Source: an optimization exercise on an open RTL-to-GDS flow (aim: small area, a short achievable clock period and few clock cycles per item). Production flows keep margins and buffers that such runs may drop.
Where RTL was checked, it was by simulation tests only, not by an equivalence proof against the original.
For runs 1 and 2, only the layout was checked, not whether the RTL still works.
Power is estimated from default activity; no workload was simulated.

`flow/design.v`:
```
module err_estimat
(
   input wire         clk,
   input wire         rst,
   input wire         i_start,
   input wire  [20:0] i_nv,
   input wire  [24:0] i_nu,
   input wire  [20:0] i_no,
   input wire  [20:0] i_mv,
   input wire  [20:0] i_mo,
   output wire [31:0] o_s1,
   output wire [31:0] o_e1,
   output reg         o_vld,
   output wire        o_error
);
localparam [423:0] TT_l_nv = 424'he098543ec64a1894c64a1894c6da4c2a706cda6c5accaa00e09854fe3ec65accaa;
function [52:0] l_nv;
    input [2:0] d;
    integer j;
    for (j = 0; j < 53; j = j + 1) l_nv[j] = TT_l_nv[j*8 + d];
endfunction
localparam [423:0] TT_l_nu = 424'hfefefefefefefefefefefefefefefefefefefefefefefefefefefe7e8eb294c64a98540e3254fefefe3ec64a98540e3254fe1e66aa;
function [52:0] l_nu;
    input [2:0] d;
    integer j;
    for (j = 0; j < 53; j = j + 1) l_nu[j] = TT_l_nu[j*8 + d];
endfunction
localparam [423:0] TT_l_no = 424'hfefefefefefefefefefefefefefefefefefefe3ec64a98547e8e922492b4e62a706cda6c4a18d48e922492b4e62a706cda6c5accaa;
function [52:0] l_no;
    input [2:0] d;
    integer j;
    for (j = 0; j < 53; j = j + 1) l_no[j] = TT_l_no[j*8 + d];
endfunction
localparam [431:0] TT_l_mv = 432'hc0382492b466aa00e01894c6da6c4a9854fe3ec64a1894c65accaa00000000f0ccaa00;
function [53:0] l_mv;
    input [2:0] d;
    integer j;
    for (j = 0; j < 54; j = j + 1) l_mv[j] = TT_l_mv[j*8 + d];
endfunction
localparam [431:0] TT_l_mo = 432'hfefefefefefefefefefefefefefefefefefe7e8e92b466aa000000000000000000000000000000000000000000000000000000000000;
function [53:0] l_mo;
    input [2:0] d;
    integer j;
    for (j = 0; j < 54; j = j + 1) l_mo[j] = TT_l_mo[j*8 + d];
endfunction
localparam [847:0] TT_l_nutop = 848'hfffefffefffefffefffefffefffefffefffefffefffefffefffefffefffefffefffefffefffefffefffefffefffefffefffefffe3ffec07ec78ec9b2529418c6694a3398aa540f0e33325554fffefffe07fef83e18c6694a3398aa540f0e3332555401fe1e1e6666aaaa;
function [52:0] l_nutop;
    input [3:0] d;
    integer j;
    for (j = 0; j < 53; j = j + 1) l_nutop[j] = TT_l_nutop[j*16 + d];
endfunction
reg         sp;                  
reg         st_mul, st_div;
reg   [2:0] cnt;
reg   [5:0] rows;                
reg  [20:0] rnv, rnu, rno, rmv, rmo;
reg  [52:0] ax;
reg  [53:0] ay;
reg  [28:0] rr;                  
reg         wc, wq, noz, ylez;
wire start = ~rst & i_start & ~sp;
wire        xneg  = ax[52] ^ (ax[51] & wc);
wire        xtopz = wc ? (ax[52:51] == 2'b11) : (ax[52:51] == 2'b00);
wire        xzero = xtopz & (ax[50:0] == 51'd0);
wire        s1err = xneg | (xzero & noz);
wire [28:0] sd    = ax[50:22];
wire        s1z   = xneg | (sd == 29'd0);
wire        yneg  = ay[53] ^ wq;
wire        ylez_now = yneg | (ay[52:0] == 53'd0);
wire        first = st_div & (rows == 6'd52);
wire        ez_now = ylez_now | s1z;
wire        ylez_c = first ? ylez_now : ylez;
wire        ez    = ylez_c | s1z;
wire [52:0] yw = ay[52:0];
wire [30:0] t = {rr, yw[52:51]};
wire [31:0] c1 = {1'b0, t} - {3'b0, sd};
wire [31:0] c2 = {1'b0, t} - {2'b0, sd, 1'b0};
wire [31:0] na = ~{3'b0, sd}, nb = ~{2'b0, sd, 1'b0}, ta = {1'b0, t};
wire [31:0] cs_s = ta ^ na ^ nb;
wire [31:0] cs_c = (ta & na) | (ta & nb) | (na & nb);
wire [31:0] c3 = cs_s + {cs_c[30:0], 1'b0} + 32'd2;
wire       g1 = ~c1[31], g2 = ~c2[31], g3 = ~c3[31];
wire       q1 = g2;
wire       q2 = g3 | (g1 & ~g2);
wire [28:0] rnext = g3 ? c3[28:0] : g2 ? c2[28:0] : g1 ? c1[28:0] : t[28:0];
wire [36:0] tm = {rr, yw[52:45]};
wire [36:0] hm;
genvar gi;
generate for (gi = 0; gi <= 36; gi = gi + 1) begin : g_hm
    if (gi >= 28) begin : g1
        assign hm[gi] = 1'b1;
    end else begin : g0
        assign hm[gi] = ~|sd[28:gi+1];
    end
end endgenerate
wire sk = (rows >= 6'd8) & ~|(tm & hm);
wire [52:0] ax_h = (ax << 3) + l_nv(rnv[20:18]) + l_nu(rnu[20:18]) + l_no(rno[20:18]);
wire [53:0] ay_h = (ay << 3) + l_mv(rmv[20:18]) + l_mo(rmo[20:18]);
wire last_mul = (cnt == 3'd6);
wire [5:0] rows_n = rows - (sk ? 6'd8 : 6'd2);
wire div_done = st_div & ((first & ez_now) | (rows_n == 6'd0));
always @(posedge clk) begin
    sp <= i_start;
    if (rst) begin
        st_mul <= 1'b0;
        st_div <= 1'b0;
        o_vld  <= 1'b0;
    end else begin
        o_vld  <= div_done & ~start;
        st_mul <= start | (st_mul & ~last_mul);
        st_div <= ~start & ((st_mul & last_mul) | (st_div & ~div_done));
    end
end
always @(posedge clk) begin
    cnt <= st_mul ? cnt + 3'd1 : 3'd0;
    if (st_mul) begin
        rnv <= rnv << 3;
        rnu <= rnu << 3;
        rno <= rno << 3;
        rmv <= rmv << 3;
        rmo <= rmo << 3;
    end else begin
        rnv <= i_nv;
        rnu <= i_nu[20:0];
        rno <= i_no;
        rmv <= i_mv;
        rmo <= i_mo;
    end
    if (st_mul & (cnt == 3'd0)) begin
        wc  <= (rno[20:0] > 21'd1361165);
        wq  <= (rmo[20:0] > 21'd1677721);
        noz <= (rno[20:0] == 21'd0);
    end
    if (st_mul)
        ax <= ax_h;
    else if (~st_div)
        ax <= l_nutop(i_nu[24:21]);
    rows <= st_div ? rows_n : 6'd52;
    if (st_div & first)
        ylez <= ylez_now;
    if (st_mul) begin
        ay <= ay_h;
    end else if (st_div) begin
        if (sk) begin
            ay[52:0] <= {yw[44:0], 8'd0};
        end else begin
            ay[52:0] <= {yw[50:0], q1, q2};
        end
    end else begin
        ay <= 54'd0;
    end
    if (st_div)
        rr <= sk ? tm[28:0] : rnext;
    else
        rr <= 29'd0;
end
wire [31:0] e1 = {ay[30:0], 1'b0};
wire        e1gt = (|e1[31:25]) | (e1[24] & (|e1[23:0]));
assign o_s1    = s1z ? 32'd0 : {3'd0, sd};
assign o_e1    = ez ? 32'd0 : e1;
assign o_error = s1err | ylez_c | (~ez & e1gt);
endmodule
```
`flow/run.sh`:
```
#!/bin/bash
# synth_recipe.tcl (not shown) runs the flow's synth.tcl, then flattens the netlist and writes it again
# the make line also repeats each setting of config.mk as NAME=value (left out here)
make -C /OpenROAD-flow-scripts/flow DESIGN_CONFIG=/design/flow/config.mk WORK_HOME=/design/flow/orfs CLKGATE_MAP_FILE= SYNTH_SCRIPT=/design/flow/synth_recipe.tcl finish
```
`flow/config.mk`:
```
export PLATFORM = sky130hd
export DESIGN_NAME = err_estimat
export DESIGN_NICKNAME = err_estimat
export VERILOG_FILES = /design/flow/design.v
export SDC_FILE = /design/flow/constraint.sdc
export NUM_CORES = 4
export LEC_CHECK = 0
export CAP_MARGIN = 20
export CORE_MARGIN = 2
export CORE_UTILIZATION = 40
export PLACE_DENSITY = 0.6
export SLEW_MARGIN = 20
```
`flow/constraint.sdc`:
```
create_clock -name core_clock -period 10.0 [get_ports {clk}]
set_input_delay 2.0000 -clock core_clock [delete_from_list [all_inputs] [get_ports {clk}]]
set_output_delay 2.0000 -clock core_clock [all_outputs]
set_load 0.01 [all_outputs]
```
==> impl_metrics.env, run 1 <==
export IMPL_max_slew_margin=0.293
export IMPL_fmax_mhz=167
export IMPL_antenna_found_initial=1
export IMPL_clock_power_share=0.162
export IMPL_grt_max_degree=86
export IMPL_cts_made_buffers=34
export IMPL_worstPathArrival_ns=6.27
export IMPL_crit_type="reg2reg"
export IMPL_fin_ws_ns=4.00
export IMPL_syn_avg_cell_area_sq_um=8.72
export IMPL_routed_wl_mm=84.0
export IMPL_seqPwrFrac=0.178
export IMPL_syn_inst=2959
export IMPL_h_tree_depth=2
export IMPL_combPwrFrac=0.660
export IMPL_crit_path_start_kind="flop"
export IMPL_hold_path_class="reg2reg"
export IMPL_track_usage=0.249
export IMPL_p_sw_frac=0.481
export IMPL_max_cap_violations=0
export IMPL_cts_root_buffer="clkbuf_16"
export IMPL_irDropWorstVdd_v=0.000159
export IMPL_internal_power_uw=4200
export IMPL_wire_per_inst_um=21.3
export IMPL_core_area_sq_um=64100
export IMPL_crit_fanout=10
export IMPL_finalHoldViolCount=0
export IMPL_fp_dieW_um=258
export IMPL_hold_buffers=0
export IMPL_multi_input_area_sq_um=18500
export IMPL_initial_core_util=0.402
export IMPL_async_flop_share=0
export IMPL_timing_final_crit_share=0.600
export IMPL_cts_setup_buffers=0
export IMPL_drt_iter0_drc=1774
export IMPL_period_needed_ns=6.00
export IMPL_setup_tns_final_ns=0
export IMPL_cts_sinks=257
export IMPL_viasPerCell=5.76
export IMPL_ys_ff_latch=257
export IMPL_grt_ovfl_total=0
export IMPL_firstDrtPassIters=7
export IMPL_setup_viol_count_final=0
export IMPL_grt_pass1_wl_mm=132
export IMPL_total_power_uw=8090
export IMPL_postRouteAntennaNets=0
export IMPL_num_fill_cells=6255
export IMPL_critPathCaptureType="flop"
export IMPL_ff_latch_area_sq_um=5730
export IMPL_yosysWarnings=1
export IMPL_antennaDiodeCount=0
export IMPL_final_area_sq_um=29500
export IMPL_syn_to_final_growth_pct=14.2
export IMPL_path_clk_slew_ns=0.07
export IMPL_drive_above_1_share=0.0708
export IMPL_port_buffers=173
export IMPL_ys_seq_area_frac=0.222
export IMPL_pre_cts_ws_ns=4.17
export IMPL_insertion_delay_ns=0.56
export IMPL_io_pins=178
export IMPL_syn_area_sq_um=25800
export IMPL_grt_pass1_vias=23000
export IMPL_post_cts_resize_count=0
export IMPL_placed_cell_area_sq_um=28300
export IMPL_nNetsFinal=3615
export IMPL_required_ns=10.27
export IMPL_placementRows=93
export IMPL_cts_tree="done"
export IMPL_power_density_nw_per_um2=275
export IMPL_rsz0062_at_grt="no"
export IMPL_p_sw_uw=3900
export IMPL_skew_ns=0.0283
export IMPL_synth_cell_types=88
export IMPL_status="no timing/DRC/antenna violations"
export IMPL_synth_edf_count=58
export IMPL_clock_path_buffers=3
export IMPL_hold_ws_ns=0.436
export IMPL_dieHeight_um=258
export IMPL_ys_flop_type="dfxtp_1"
export IMPL_die_area_sq_um=66500
export IMPL_place_congestion=0.950
export IMPL_drv_slew=0
export IMPL_hpwl_mm=65.1
export IMPL_num_vias=22700
export IMPL_route_detailed_drc=0
export IMPL_tightest_slew_ns=1.03
export IMPL_p_leak_uw=0.0135
cell families after synthesis:
kind of cell | count (synthesis) | share of synthesized area
AO/OA/AOI/OAI | 851 | 0.218
AND/OR/NAND/NOR | 679 | 0.131
adder cells (fa/ha/maj) | 436 | 0.246
buffers and inverters | 418 | 0.0632
flip-flops | 257 | 0.222
XOR/XNOR | 165 | 0.0563
multiplexers | 152 | 0.0642
other | 1 | 0.000145
state kept, by name, summed over array words and instances, names as in the netlist:
register,cells
ay,54
ax,53
rr,29
rmo,21
rmv,21
rno,21
rnu,21
rnv,21
rows,5
cnt,3
noz,1
o_vld,1
sp,1
st_div,1
st_mul,1
wc,1
wq,1
ylez,1
layer usage:
| metal | global-route usage | routed length, um | up-vias | share of wire |
|---|---|---|---|---|
| li1 | - | - | 10900 | - |
| met1 | 0.329 | 37000 | 11000 | 0.44 |
| met2 | 0.416 | 39000 | 785 | 0.46 |
| met3 | 0.0404 | 5440 | 122 | 0.065 |
| met4 | 0.0776 | 2490 | 0 | 0.030 |
| met5 | 0 | 0 | - | 0 |
final timing paths:
check / startpoint / to / slack (ns) / depth (start not counted)
min reg2reg: cnt[0] / cnt[0] / 0.44 / 1
max reg2reg: rnv[18] / ax[43] / 4.00 / 19
max: rnv[18] / ax[43] / 4.00 / 19
min: cnt[0] / cnt[0] / 0.44 / 1
cells in the mapped netlist (10+ instances only):
library cell,n,share of area
a31oi_1,27,0.0065
nor3_1,65,0.013
nor4_1,26,0.0063
o21ai_1,14,0.0027
a211o_1,11,0.0037
ha_1,318,0.15
nand2_1,194,0.028
xor2_1,76,0.026
o21bai_1,29,0.0084
a31o_2,11,0.0037
clkbuf_1,93,0.014
nor2_1,125,0.018
a21oi_1,215,0.042
mux2i_1,54,0.021
o22ai_1,42,0.010
fa_1,118,0.092
o21ai_0,145,0.028
o31ai_1,12,0.0035
nand3_1,50,0.0097
xnor2_1,88,0.030
nand4_1,41,0.0099
inv_1,290,0.042
edfxtp_1,58,0.068
and2_1,42,0.010
mux2_2,97,0.042
a21o_1,128,0.037
nor2b_1,34,0.0082
a211oi_1,37,0.011
o211ai_1,31,0.0090
and3_1,20,0.0049
a221oi_1,10,0.0034
o21a_1,32,0.0093
nand2b_1,34,0.0082
buf_2,15,0.0029
dfxtp_1,199,0.15
cells in the final DEF, fill, tap and decap left out, types with 118 or more instances in the layout:
cell,instances
a21oi_1,214
clkdlybuf4s50_1,173
o21ai_0,145
nand2_1,193
inv_1,289
nor2_1,125
ha_1,318
dfxtp_1,198
a21o_1,128
fa_1,118
final cells by class:
class,count,share of cell area
flip-flops and latches,257,0.194
clock buffers,41,0.0301
repair buffers,194,0.0641
inverters,293,0.0373
multi-input cells,2287,0.628
well taps,855,0.0363
clock inverters,20,0.00968
worst max-delay path: stages, from the launching register on:
cell and delay (ns):
dfxtp_1 0.59, inv_1 0.20, ha_1 0.26, nand2b_1 0.10, a21boi_0 0.54, fa_1 0.52, inv_1 0.10, fa_1 0.42
inv_1 0.07, ha_1 0.21, o211ai_1 0.13, o211ai_1 0.39, a41o_1 0.30, nor4bb_1 0.36, o21ai_1 0.17, a21oi_1 0.22
o21ai_1 0.21, o21ai_1 0.30, a21oi_1 0.12, or4_1 0.51
power by group through the flow:
stage | logic (uW) | clock network, uW | registers [uW]
4_1_cts | 5280 | 1340 | 1440
6_report | 5340 | 1310 | 1440
5_1_grt | 5930 | 1380 | 1460
2_1_floorplan | 3900 | 0 | 1350
3_3_place_gp | 5200 | 0 | 1460
3_5_place_dp | 5220 | 0 | 1460
per-stage QoR:
step                      utilization  std cells
after floorplan                     -       2962
after detailed placement        0.441       3886
after global routing            0.460       3947
after global placement          0.441       3886
final                           0.460       3947
after CTS                       0.460       3947
==> run 2, diff against run 1 <==
--- a/flow/config.mk
+++ b/flow/config.mk
@@ -10,3 +10,4 @@
 export CORE_UTILIZATION = 40
 export PLACE_DENSITY = 0.6
+export SETUP_SLACK_MARGIN = 5
 export SLEW_MARGIN = 20
==> run 2 against run 1 <==
Against the previous run: combinational power grew about 10%; largest cell class unchanged; critical endpoint is now o_e1[4]; sequential share of layout area shrank 0.63 points; flip-flop and latch count is the same.
==> impl_metrics.env, run 2 <==
export IMPL_status="no timing/DRC/antenna violations"
export IMPL_antenna_found_initial=0
export IMPL_h_tree_depth=2
export IMPL_synth_xor_xnor_area_share=0.0563
export IMPL_yosysTopAreaCell="dfxtp_1"
export IMPL_regToRegSetupSlack_ns=5.10
export IMPL_track_usage=0.248
export IMPL_synth_edf_count=58
export IMPL_period_needed_ns=5.16
export IMPL_synth_most_common_cell="ha_1"
export IMPL_tightest_slew_ns=0.947
export IMPL_p_leak_uw=0.0143
export IMPL_ys_top_cells_by_count="ha_1 (318), inv_1 (290), a21oi_1 (215)"
export IMPL_grt_ovfl_total=0
export IMPL_placementRows=93
export IMPL_irDropWorstVdd_v=0.000198
export IMPL_insertion_delay_ns=0.57
export IMPL_largest_reg_flops=54
export IMPL_reg2reg_depth=17
export IMPL_synth_top_family_by_area="adder cells"
export IMPL_io_pins=178
export IMPL_synth_compound_area_frac=0.218
export IMPL_ys_flop_type="dfxtp_1"
export IMPL_final_cell_mix="ha_1 (299), inv_1 (275), a21oi_1 (200)"
export IMPL_routed_wl_mm=84.5
export IMPL_regMostFlops="ay"
export IMPL_rsz0062_at_grt="yes"
export IMPL_nNetsFinal=3676
export IMPL_place_congestion=0.968
export IMPL_yosys_area_top_type_share=0.154
export IMPL_synth_mux_area_frac=0.0642
export IMPL_setup_viol_count_final=0
export IMPL_skew_ns=0.0329
export IMPL_fp_dieW_um=258
export IMPL_crit_type="reg2out"
export IMPL_grt_pass1_wl_mm=131
export IMPL_path_clk_slew_ns=0.06
export IMPL_cts_tree="done"
export IMPL_synthAdderAreaFrac=0.246
export IMPL_route_detailed_drc=0
export IMPL_num_fill_cells=6104
export IMPL_setup_tns_final_ns=0
export IMPL_synth_cell_types=88
export IMPL_port_buffers=173
export IMPL_async_flop_share=0
export IMPL_firstDrtPassIters=5
export IMPL_utilization=0.477
export IMPL_yosys_area_share_simple=0.131
export IMPL_ys_seq_area_frac=0.222
export IMPL_cts_sinks=257
export IMPL_postRouteAntennaNets=0
export IMPL_ys_ff_latch=257
export IMPL_dieHeight_um=258
export IMPL_crit_path_start_kind="flop"
export IMPL_timing_final_crit_share=0.516
export IMPL_cts_root_buffer="clkbuf_16"
export IMPL_crit_fanout=8
export IMPL_clock_path_buffers=3
export IMPL_power_density_nw_per_um2=281
export IMPL_yosysWarnings=1
export IMPL_max_cap_violations=0
export IMPL_drt_iter0_drc=1786
export IMPL_antennaDiodeCount=0
export IMPL_hpwl_mm=64.3
export IMPL_max_slew_margin=0.369
export IMPL_reg2reg_from="ax[26]"
export IMPL_largestRegisters="ay: 54 flops, ax: 53 flops, rr: 29 flops"
export IMPL_fmax_mhz=194
export IMPL_required_ns=8.00
export IMPL_finalHoldViolCount=0
export IMPL_drv_slew=0
export IMPL_grt_pass1_vias=23000
export IMPL_worstReg2RegEnd="rr[13]"
export IMPL_hold_path_startpoint="rmv[14]"
export IMPL_die_area_sq_um=66500
export IMPL_ys_top_cells_by_area="dfxtp_1 (15%), ha_1 (15%), fa_1 (9.2%)"
export IMPL_viasPerCell=5.78
export IMPL_core_area_sq_um=64100
export IMPL_worstPathArrival_ns=3.16
export IMPL_initial_core_util=0.402
export IMPL_final_common_cell="ha_1"
export IMPL_wire_per_inst_um=21.1
export IMPL_drive_above_1_share=0.125
export IMPL_syn_area_sq_um=25800
export IMPL_syn_to_final_growth_pct=18.6
export IMPL_num_vias=23200
export IMPL_syn_avg_cell_area_sq_um=8.72
export IMPL_min_to="rmv[17]"
export IMPL_syn_inst=2959
export IMPL_grt_max_degree=72
export IMPL_hold_path_class="reg2reg"
export IMPL_holdPathStages=1
export IMPL_cts_made_buffers=34
export IMPL_critPathCaptureType="output port"
## run 2: cell counts after synthesis
No cell type changed its count.
## run 2: metal layers
metal / track usage / vias to the layer above / wire length, um
li1: - / 11000 / -
met1: 0.331 / 11200 / 37400
met2: 0.409 / 816 / 38700
met3: 0.0392 / 171 / 5530
met4: 0.0830 / 0 / 2980
met5: 0 / - / 0
## run 2: per-stage QoR
| stage | setup slack (ns) | total power, uW | hold slack (ns) | instance area [sq um] | cells |
|---|---|---|---|---|---|
| 2_1_floorplan | 4.98 | 5270 | 0.402 | 25800 | 2962 |
| 4_1_cts | 4.78 | 8230 | 0.453 | 29900 | 3971 |
| 6_report | 4.84 | 8590 | 0.450 | 30600 | 4006 |
| 3_5_place_dp | 4.14 | 6710 | 0.438 | 28300 | 3886 |
| 3_3_place_gp | 4.29 | 6700 | 0.413 | 28300 | 3886 |
| 5_1_grt | 4.76 | 9280 | 0.466 | 30600 | 4006 |
## run 2: worst max-delay path by stage
stage	end	cells after the start	slack [ns]	startpoint
finish	o_e1[4]	8	4.84	ay[46]
global route	o_e1[4]	9	4.76	ax[36]
CTS	o_e1[5]	8	4.78	ay[50]
detailed placement	ax[43]	19	4.14	rnv[18]
global placement	ax[43]	19	4.29	rnv[18]
floorplan	ax[43]	19	4.98	rnu[18]
## run 2: power breakdown
group	switching [uW]	leakage (uW)	internal, uW	total [uW]
clock	519	0.000547	730	1250
combinational	3390	0.0115	2490	5880
sequential	218	0.00223	1240	1460
total	4130	0.0143	4460	8590
## run 2: kinds of logic after synthesis
family	Yosys count
AO/OA/AOI/OAI	851
XOR/XNOR	165
adder cells (fa/ha/maj)	436
buffers and inverters	418
flip-flops	257
multiplexers	152
other	1
AND/OR/NAND/NOR	679
## run 2: layout make-up
type	instances	area, sq um	area share
timing repair buffer	254	2420	0.0791
clock buffer	46	956	0.0313
multi-input combinational	2287	19100	0.623
inverter	293	1140	0.0373
clock inverter	13	168	0.00548
timing repair inverter	1	7.51	0.000245
sequential	257	5760	0.188
tap	855	1070	0.0350
## run 2: what timing repair did
action,in CTS,in global routing
endpoints found under the setup margin,119,104
pin swaps,11,22
resized for setup,78,111
cloned,1,2
hold buffers,0,0
setup buffers,25,33
## run 2: worst max-delay path, cell delays in order, from the launching register on
cell and delay, ns:
dfxtp_1 0.46, nor4_4 0.31, nand4_1 0.23, o41ai_4 0.43, mux2_4 0.25, nor3_2 0.08, buf_6 0.18, and2_1 0.18
clkdlybuf4s50_1 0.48
==> run 3, diff against run 2 <==
--- a/flow/design.v
+++ b/flow/design.v
@@ -76,8 +76,5 @@
 wire [31:0] c1 = {1'b0, t} - {3'b0, sd};
 wire [31:0] c2 = {1'b0, t} - {2'b0, sd, 1'b0};
-wire [31:0] na = ~{3'b0, sd}, nb = ~{2'b0, sd, 1'b0}, ta = {1'b0, t};
-wire [31:0] cs_s = ta ^ na ^ nb;
-wire [31:0] cs_c = (ta & na) | (ta & nb) | (na & nb);
-wire [31:0] c3 = cs_s + {cs_c[30:0], 1'b0} + 32'd2;
+wire [31:0] c3 = {1'b0, t} - {3'b0, sd} - {2'b0, sd, 1'b0};
 wire       g1 = ~c1[31], g2 = ~c2[31], g3 = ~c3[31];
 wire       q1 = g2;
--- a/flow/config.mk
+++ b/flow/config.mk
@@ -10,4 +10,3 @@
 export CORE_UTILIZATION = 40
 export PLACE_DENSITY = 0.6
-export SETUP_SLACK_MARGIN = 5
 export SLEW_MARGIN = 20
==> run 3 against run 2 <==
Against the previous run: wire length is 3.7% lower; count of clock-buffer cells in the layout is 1 lower; first-iteration DRC count is 4.7% higher; still clean.
==> impl_metrics.env, run 3 <==
export IMPL_syn_avg_cell_area_sq_um=8.48
export IMPL_crit_buf_inv=2
export IMPL_routed_wl_mm=81.4
export IMPL_nNetsFinal=3517
export IMPL_p_leak_uw=0.0129
export IMPL_grt_pass1_wl_mm=126
export IMPL_ys_ff_latch=257
export IMPL_port_buffers=173
export IMPL_total_power_uw=7910
export IMPL_grt_ovfl_total=0
export IMPL_clock_path_buffers=3
export IMPL_num_vias=22200
export IMPL_worstReg2RegEnd="rr[10]"
export IMPL_regToRegSetupSlack_ns=3.10
export IMPL_status="no timing/DRC/antenna violations"
export IMPL_cts_made_buffers=34
export IMPL_reg2reg_depth=22
export IMPL_max_slew_margin=0.274
export IMPL_largest_reg_flops=54
export IMPL_crit_path_start_kind="flop"
export IMPL_synth_cell_types=83
export IMPL_async_flop_share=0
export IMPL_h_tree_depth=2
export IMPL_yosys_area_top_type_share=0.162
export IMPL_io_pins=178
export IMPL_skew_ns=0.0206
export IMPL_cp_cell_sequence="inv_1, ha_1, nor2b_1, o31a_1, o311ai_0, nand4_1, a21o_1, a21oi_1, xnor2_1, ha_1, nand4_1, nor2_1, nand2_1, o311a_1, a21o_1, o31ai_1, a221oi_4, xnor2_4, buf_4, nand2_1, o22ai_1, o221a_1"
export IMPL_drv_slew=0
export IMPL_required_ns=10.48
export IMPL_crit_fanout=26
export IMPL_hold_path_startpoint="rnv[11]"
export IMPL_rsz0062_at_grt="no"
export IMPL_fp_dieW_um=252
export IMPL_drt_iter0_drc=1870
export IMPL_path_clk_slew_ns=0.06
export IMPL_yosysWarnings=1
export IMPL_power_density_nw_per_um2=279
export IMPL_min_to="rnv[14]"
export IMPL_worstPathArrival_ns=7.37
export IMPL_finalHoldViolCount=0
export IMPL_final_common_cell="ha_1"
export IMPL_ys_seq_area_frac=0.232
export IMPL_fin_cells=3844
export IMPL_viasPerCell=5.79
export IMPL_syn_area_sq_um=24700
export IMPL_hpwl_mm=63.3
export IMPL_drive_above_1_share=0.0662
export IMPL_cts_sinks=257
export IMPL_irDropWorstVdd_v=0.000180
export IMPL_placementRows=91
export IMPL_regMostFlops="ay"
export IMPL_grt_pass1_vias=21600
export IMPL_synth_edf_count=58
export IMPL_fmax_mhz=145
export IMPL_yosysTopAreaCell="dfxtp_1"
export IMPL_critPathMaxStageDelay_ns=0.83
export IMPL_ys_top_cells_by_area="dfxtp_1 (16%), ha_1 (15%), fa_1 (7.3%)"
export IMPL_core_area_sq_um=61400
export IMPL_num_fill_cells=5923
export IMPL_firstDrtPassIters=6
export IMPL_postRouteAntennaNets=0
export IMPL_grt_max_degree=179
export IMPL_period_needed_ns=6.90
export IMPL_place_inst=3783
export IMPL_final_cell_mix="ha_1 (286), inv_1 (274), a21oi_1 (233)"
export IMPL_cts_tree="done"
export IMPL_cts_setup_buffers=0
export IMPL_setup_worst_path_start="ax[23]"
export IMPL_reg2reg_from="ax[23]"
export IMPL_syn_inst=2908
export IMPL_setup_tns_final_ns=0
export IMPL_insertion_delay_ns=0.55
export IMPL_wire_per_inst_um=21.2
export IMPL_post_cts_resize_count=0
export IMPL_setup_viol_count_final=0
export IMPL_crit_type="reg2reg"
export IMPL_ys_flop_type="dfxtp_1"
export IMPL_ys_top_cells_by_count="ha_1 (286), inv_1 (275), a21oi_1 (234)"
export IMPL_max_cap_violations=0
export IMPL_hold_buffers=0
export IMPL_place_congestion=0.990
export IMPL_largestRegisters="ay: 54 flops, ax: 53 flops, rr: 29 flops"
export IMPL_slowest_stage="o311ai_0"
export IMPL_route_detailed_drc=0
export IMPL_timing_final_crit_share=0.690
export IMPL_syn_to_final_growth_pct=14.8
export IMPL_cts_root_buffer="clkbuf_16"
export IMPL_hold_path_class="reg2reg"
export IMPL_dieHeight_um=252
export IMPL_antenna_found_initial=4
export IMPL_critPathTopFamily="compound AO/OA/AOI/OAI gates"
export IMPL_track_usage=0.252
export IMPL_initial_core_util=0.402
export IMPL_critPathCaptureType="flop"
export IMPL_tightest_slew_ns=1.09
export IMPL_synth_most_common_cell="ha_1"
export IMPL_die_area_sq_um=63600
export IMPL_holdPathStages=1
[run 3: worst register-to-register path: cells and delay by family, from the launching register on]
kind	cells	cell delay (ns)
compound gates	10	3.10
flops	1	0.47
simple gates	6	1.22
xor+xnor	2	0.65
buf+inv	2	0.71
fa+ha+maj	2	0.69
[run 3: layer usage]
metal	GRT usage	share of wire
met1	0.337	0.45
met2	0.416	0.46
met3	0.0475	0.067
met4	0.0673	0.026
met5	0	0.00070
[run 3: power by group]
| group | leakage, uW | switching, uW | internal, uW |
|---|---|---|---|
| combinational | 0.0101 | 3090 | 2120 |
| sequential | 0.00223 | 182 | 1230 |
| clock | 0.000555 | 523 | 749 |
[run 3: how the worst max path moves through the flow]
stage | end | slack (ns) | cells after the start
3_3_place_gp | rr[20] | 3.42 | 22
3_5_place_dp | rr[10] | 3.22 | 22
5_1_grt | rr[10] | 2.55 | 23
6_report | rr[10] | 3.10 | 22
4_1_cts | rr[10] | 3.18 | 22
2_1_floorplan | ax[52] | 4.23 | 19
[run 3: cells by family (layout without fill, tap and decap cells)]
logic type	count (synthesis)	after routing	share of synthesized area
AO/OA/AOI/OAI	855	855	0.221
XOR/XNOR	174	174	0.0621
adder cells (fa/ha/maj)	376	376	0.218
buffers and inverters	384	526	0.0594
flip-flops	257	257	0.232
multiplexers	159	159	0.0702
other	1	5	0.000152
AND/OR/NAND/NOR	702	702	0.137
[run 3: area by class of cell]
type,count,area (sq um),share of cell area
Tap cell,790,988,0.0349
Inverter,276,1040,0.0366
Sequential cell,257,5730,0.202
Antenna cell,1,2.50,0.0000884
Clock buffer,45,985,0.0348
Clock inverter,15,146,0.00517
Multi-Input combinational cell,2270,17500,0.620
Timing Repair Buffer,190,1870,0.0661
[run 3: per-stage QoR]
step                worst slack (ns)  cell area [sq um]  hold WS (ns)   util
floorplan                       4.23              24700         0.417      -
global placement                3.42              27200         0.426  0.443
detailed placement              3.22              27200         0.441  0.443
CTS                             3.18              28300         0.455  0.461
global route                    2.55              28300         0.461  0.461
finish                          3.10              28300         0.453  0.461
Testbench counts of run 3, summed over its fixed seeds: cycles 26,307, items 1,200.

-- separate check: timing with driven ports --
The flow's constraints put no driver on any port. The routed layouts listed below were extracted and timed again, unchanged, in two steps.
Step 1 (the two cells are an assumption about what drives the block):
set clk [get_ports {clk}]
set_driving_cell -lib_cell sky130_fd_sc_hd__clkbuf_16 $clk
set_driving_cell -lib_cell sky130_fd_sc_hd__buf_2 [delete_from_list [all_inputs] $clk]
Step 2 adds t to the input delays and takes it off the output delays; t is the mean of the earliest and latest rising clock arrival at the registers after step 1. Input paths then give back, and output paths get back, about the clock's delay inside the block.
Slacks: ideal / step 1 / step 2; pairs: ideal / step 1.
run	t (ns)	setup slack, ns	worst hold slack (ns)	worst data-port slew with drivers (ns)
run 1	0.607	4.003 / 4.003 / 4.003	0.436 / 0.436 / 0.436	0.09
run 2	0.616	4.844 / 4.783 / 5.098	0.450 / 0.450 / 0.450	0.10
run 3	0.597	3.102 / 3.102 / 3.102	0.453 / 0.453 / 0.453	0.11
After both steps setup and hold are still met in every run listed.
